This design comes from an exercise in tuning for small area on the open sky130 flow, not from production work. Function was checked by simulation only, so behaviour that the tests miss may differ from the original. The clock port is modelled as an ideal driver, which makes a skipped or thinned clock tree look cheaper than it is; a real chip needs a root buffer or a tree.

==> module uart_send, before the edit <==
module uart_send (
    input  logic       clk,
    input  logic       rst,
    input  logic [7:0] d,
    input  logic       send,
    output logic       rdy,
    output logic       tx);
    logic        send_prev_n;    
    logic        tx_q;
    logic [10:0] ring;
    logic [1:0]  a;
    logic [2:0]  b;
    logic [4:0]  c;
    wire idle  = b == 3'b101;
    wire start = idle & send_prev_n & send;
    wire tick  = ~a[0] & a[1] & ~b[0] & ~b[1] & ~b[2] & ~c[0] & ~c[2] & c[3] & ~c[4];
    wire fin   = ~idle & ring[0] & ring[1] & ring[2] & ring[3] & ring[4] & ring[5] & ring[6] & ring[7] & ring[10] & ~a[0] & b[0] & b[2] & ~c[0] & c[1] & c[3] & ~c[4];
    assign rdy = idle;
    assign tx  = tx_q;
    always_ff @(posedge clk) begin
        send_prev_n <= ~(rst | send);
        a <= start ? 2'b01 : {~a[0], a[1]};
        b <= (rst | fin) ? 3'b101 : start ? 3'b010 : {~b[1], ~b[0], ~(b[0] ^ b[2])};
        c <= start ? 5'b11010 : {~c[3], ~c[2], ~c[1], ~c[0], (c[2] ^ c[4])};
        ring[0] <= start ? ~d[1] : ~ring[1];
        ring[1] <= start ? ~d[0] : ~ring[2];
        ring[2] <= start ? 1'b1 : ~ring[3];
        ring[3] <= start ? 1'b1 : ~ring[4];
        ring[4] <= start ? 1'b0 : ~ring[5];
        ring[5] <= start ? ~d[7] : ~ring[6];
        ring[6] <= start ? ~d[6] : ~ring[7];
        ring[7] <= start ? ~d[5] : ~ring[8];
        ring[8] <= start ? ~d[4] : ~ring[9];
        ring[9] <= start ? ~d[3] : ~ring[10];
        ring[10] <= start ? ~d[2] : (~ring[0] & ~tick);
        if (rst)       tx_q <= 1'b1;
        else if (tick) tx_q <= ~ring[0];
    end
endmodule
==> module uart_recv, before the edit <==
module uart_recv (
    input  logic       clk,
    input  logic       rst,
    input  logic       rx,
    output logic [7:0] d,
    output logic       rdy);
    logic [10:0] ring;
    logic [1:0]  a;
    logic [2:0]  b;
    logic [4:0]  c;
    wire idle  = b == 3'b101;
    wire start = idle & ~rx;
    wire tick  = ~a[0] & ~a[1] & b[0] & b[1] & b[2] & c[1] & ~c[2] & c[3] & ~c[4];
    wire stop  = tick & ring[0];
    wire ld    = ~rst & stop & rx;
    wire keep  = ~rst & ~(stop & rx);
    always_ff @(posedge clk) begin
        a <= start ? 2'b10 : {~a[0], a[1]};
        b <= (rst | stop) ? 3'b101 : start ? 3'b000 : {~b[1], ~b[0], ~(b[0] ^ b[2])};
        c <= start ? 5'b11010 : {~c[3], ~c[2], ~c[1], ~c[0], (c[2] ^ c[4])};
        ring[0] <= start ? 1'b1 : ~ring[1];
        ring[1] <= start ? 1'b1 : ~ring[2];
        ring[2] <= start ? 1'b1 : ~ring[3];
        ring[3] <= start ? 1'b1 : ~ring[4];
        ring[4] <= start ? 1'b1 : ~ring[5];
        ring[5] <= start ? 1'b1 : ~ring[6];
        ring[6] <= start ? 1'b1 : ~ring[7];
        ring[7] <= start ? 1'b1 : ~ring[8];
        ring[8] <= start ? 1'b0 : ~ring[9];
        ring[9] <= start ? 1'b1 : ~ring[10];
        ring[10] <= start ? 1'b1 : ~(tick ? rx : ring[0]);
        rdy <= ld;
        d <= ({8{ld}} & {ring[1], ring[2], ring[3], ring[4], ring[5], ring[6], ring[7], ring[8]}) | ({8{keep}} & d);
    end
endmodule
Settings: LEC_CHECK=0, CAP_MARGIN=20, CORE_MARGIN=2, CORE_UTILIZATION=40, SLEW_MARGIN=20; clock period 10.0 ns.
standard.sh (not shown) runs the stock make flow with config.mk's settings and CLKGATE_MAP_FILE= SYNTH_SCRIPT=/design/flow/synth_recipe.tcl, a recipe that flattens the netlist after the stock synthesis.
==> flow/flow/run.sh <==
#!/bin/bash
# Own layout flow: the standard flow (standard.sh: standard synthesis,
# floorplan, power grid and tap cells, placement, routing) with these changes:
#  - the combinational logic of the standard synthesis netlist is re-mapped
#    for area by ABC (resynth.sh) with each of the abc_*.script scripts, and
#    the smallest result is kept; register instances are kept as they are;
#  - after the floorplan, every combinational cell is set to its smallest
#    drive strength (downsize.tcl; repair_design upsizes any that need it);
#  - input and output ports are buffered with buf_1;
#  - after clock tree synthesis the tree is replaced by 4 buffers, each
#    driving a quarter of the registers, all driven by the clock port
#    (clock_tree.tcl).
# Each tool's output goes to a log file here (and ORFS's own logs).
set -euo pipefail
HERE=$(cd "$(dirname "$0")" && pwd)
RES=orfs/results/$FLOW_PLATFORM/uart_core/base
LIB=$FLOW_HOME/platforms/$FLOW_PLATFORM/lib/sky130_fd_sc_hd__tt_025C_1v80.lib

bash standard.sh synth > synth.log 2>&1
cp $RES/1_2_yosys.v standard_synth.v
best=""
best_area=""
for s in $HERE/abc_*.script; do
  n=$(basename $s .script)
  bash $HERE/resynth.sh standard_synth.v resynth_$n.v $s $LIB > resynth_$n.log 2>&1
  a=$(awk '/Chip area for top module/ {print $NF}' resynth_$n.v.stat)
  echo "$n $a" >> resynth_areas.txt
  if [[ -z "$best" ]] || awk -v a="$a" -v b="$best_area" 'BEGIN{exit !(a < b)}'; then
    best=$n; best_area=$a
  fi
done
echo "kept $best $best_area" >> resynth_areas.txt
cp resynth_$best.v $RES/1_2_yosys.v
touch $RES/1_2_yosys.v

export POST_FLOORPLAN_TCL=$HERE/downsize.tcl
export POST_CTS_TCL=$HERE/clock_tree.tcl
export BUFFER_PORTS_ARGS="-buffer_cell sky130_fd_sc_hd__buf_1"
bash standard.sh > standard_flow.log 2>&1
Other scripts of this flow, unchanged in this note and not shown: flow/flow/abc_2.script, flow/flow/abc_4.script, flow/flow/abc_41.script, flow/flow/abc_5.script, flow/flow/clock_tree.tcl, flow/flow/downsize.tcl, flow/flow/resynth.sh
Next try:
--- a/flow/design.v
+++ b/flow/design.v
@@ -10,21 +10,21 @@
     logic        tx_q;
     logic [10:0] ring;
     logic [1:0]  a;
     logic [2:0]  b;
     logic [4:0]  c;
-    wire idle  = b == 3'b101;
+    wire idle  = b == 3'b010;
     wire start = idle & send_prev_n & send;
-    wire tick  = ~a[0] & a[1] & ~b[0] & ~b[1] & ~b[2] & ~c[0] & ~c[2] & c[3] & ~c[4];
-    wire fin   = ~idle & ring[0] & ring[1] & ring[2] & ring[3] & ring[4] & ring[5] & ring[6] & ring[7] & ring[10] & ~a[0] & b[0] & b[2] & ~c[0] & c[1] & c[3] & ~c[4];
+    wire tick  = a[0] & a[1] & b[0] & b[1] & ~b[2] & c[0] & ~c[1] & ~c[3] & c[4];
+    wire fin   = ring[0] & ring[1] & ring[2] & ring[3] & ring[4] & ring[5] & ring[6] & ring[7] & ring[10] & a[0] & b[0] & ~b[1] & ~b[2] & c[0] & ~c[1] & c[2] & c[4];
     assign rdy = idle;
     assign tx  = tx_q;
     always_ff @(posedge clk) begin
         send_prev_n <= ~(rst | send);
-        a <= start ? 2'b01 : {~a[0], a[1]};
-        b <= (rst | fin) ? 3'b101 : start ? 3'b010 : {~b[1], ~b[0], ~(b[0] ^ b[2])};
-        c <= start ? 5'b11010 : {~c[3], ~c[2], ~c[1], ~c[0], (c[2] ^ c[4])};
+        a <= start ? 2'b00 : {~a[0], a[1]};
+        b <= (rst | fin) ? 3'b010 : start ? 3'b000 : {~b[1], ~b[0], (b[0] ^ b[2])};
+        c <= start ? 5'b11100 : {~c[3], ~c[2], ~c[1], ~c[0], (c[1] ^ c[4])};
         ring[0] <= start ? ~d[1] : ~ring[1];
         ring[1] <= start ? ~d[0] : ~ring[2];
         ring[2] <= start ? 1'b1 : ~ring[3];
         ring[3] <= start ? 1'b1 : ~ring[4];
         ring[4] <= start ? 1'b0 : ~ring[5];
@@ -46,20 +46,20 @@
     output logic       rdy);
     logic [10:0] ring;
     logic [1:0]  a;
     logic [2:0]  b;
     logic [4:0]  c;
-    wire idle  = b == 3'b101;
+    wire idle  = b == 3'b010;
     wire start = idle & ~rx;
-    wire tick  = ~a[0] & ~a[1] & b[0] & b[1] & b[2] & c[1] & ~c[2] & c[3] & ~c[4];
+    wire tick  = a[0] & ~a[1] & ~b[0] & b[1] & b[2] & c[0] & ~c[1] & ~c[3] & c[4];
     wire stop  = tick & ring[0];
     wire ld    = ~rst & stop & rx;
     wire keep  = ~rst & ~(stop & rx);
     always_ff @(posedge clk) begin
-        a <= start ? 2'b10 : {~a[0], a[1]};
-        b <= (rst | stop) ? 3'b101 : start ? 3'b000 : {~b[1], ~b[0], ~(b[0] ^ b[2])};
-        c <= start ? 5'b11010 : {~c[3], ~c[2], ~c[1], ~c[0], (c[2] ^ c[4])};
+        a <= start ? 2'b00 : {~a[0], a[1]};
+        b <= (rst | stop) ? 3'b010 : start ? 3'b000 : {~b[1], ~b[0], (b[0] ^ b[2])};
+        c <= start ? 5'b00111 : {~c[3], ~c[2], ~c[1], ~c[0], (c[1] ^ c[4])};
         ring[0] <= start ? 1'b1 : ~ring[1];
         ring[1] <= start ? 1'b1 : ~ring[2];
         ring[2] <= start ? 1'b1 : ~ring[3];
         ring[3] <= start ? 1'b1 : ~ring[4];
         ring[4] <= start ? 1'b1 : ~ring[5];
=> Global-route usage came out lower by 0.81 points. Setup slack loses 77 ps. Synthesized area came out higher by about 0.5%. Final area climbs by about 0.44%. Routed wire length drops by 5.3%.
No run of this note takes its clock network from TritonCTS; it comes from the design's own scripts or RTL.

[what the ideal ports hide]
No port has a modelled driver above. Below, the same layouts with a new extraction and two added sets of constraints.
Step 1 (the two cells are an assumption about what drives the block):
set clk [get_ports {clk}]
set_driving_cell -lib_cell sky130_fd_sc_hd__clkbuf_16 $clk
set_driving_cell -lib_cell sky130_fd_sc_hd__buf_2 [delete_from_list [all_inputs] $clk]
Step 2 also shifts input and output timing later by t, the mid clock arrival at the registers, as if the neighbouring blocks saw the same clock.
Three values: no drivers, after step 1, after step 2; two values: the first two.
| run | t (ns) | slack for setup (ns) | cell pins on the clock port's net |
|---|---|---|---|
| the first run | 0.171 | 6.612 / 6.645 / 6.474 | 4 |
| the second run | 0.172 | 6.535 / 6.570 / 6.398 | 4 |
After both steps setup and hold are still met in every run listed. For the first run, which loses most, drivers alone change the setup slack by +0.033 ns; drivers and shift together by -0.138 ns.
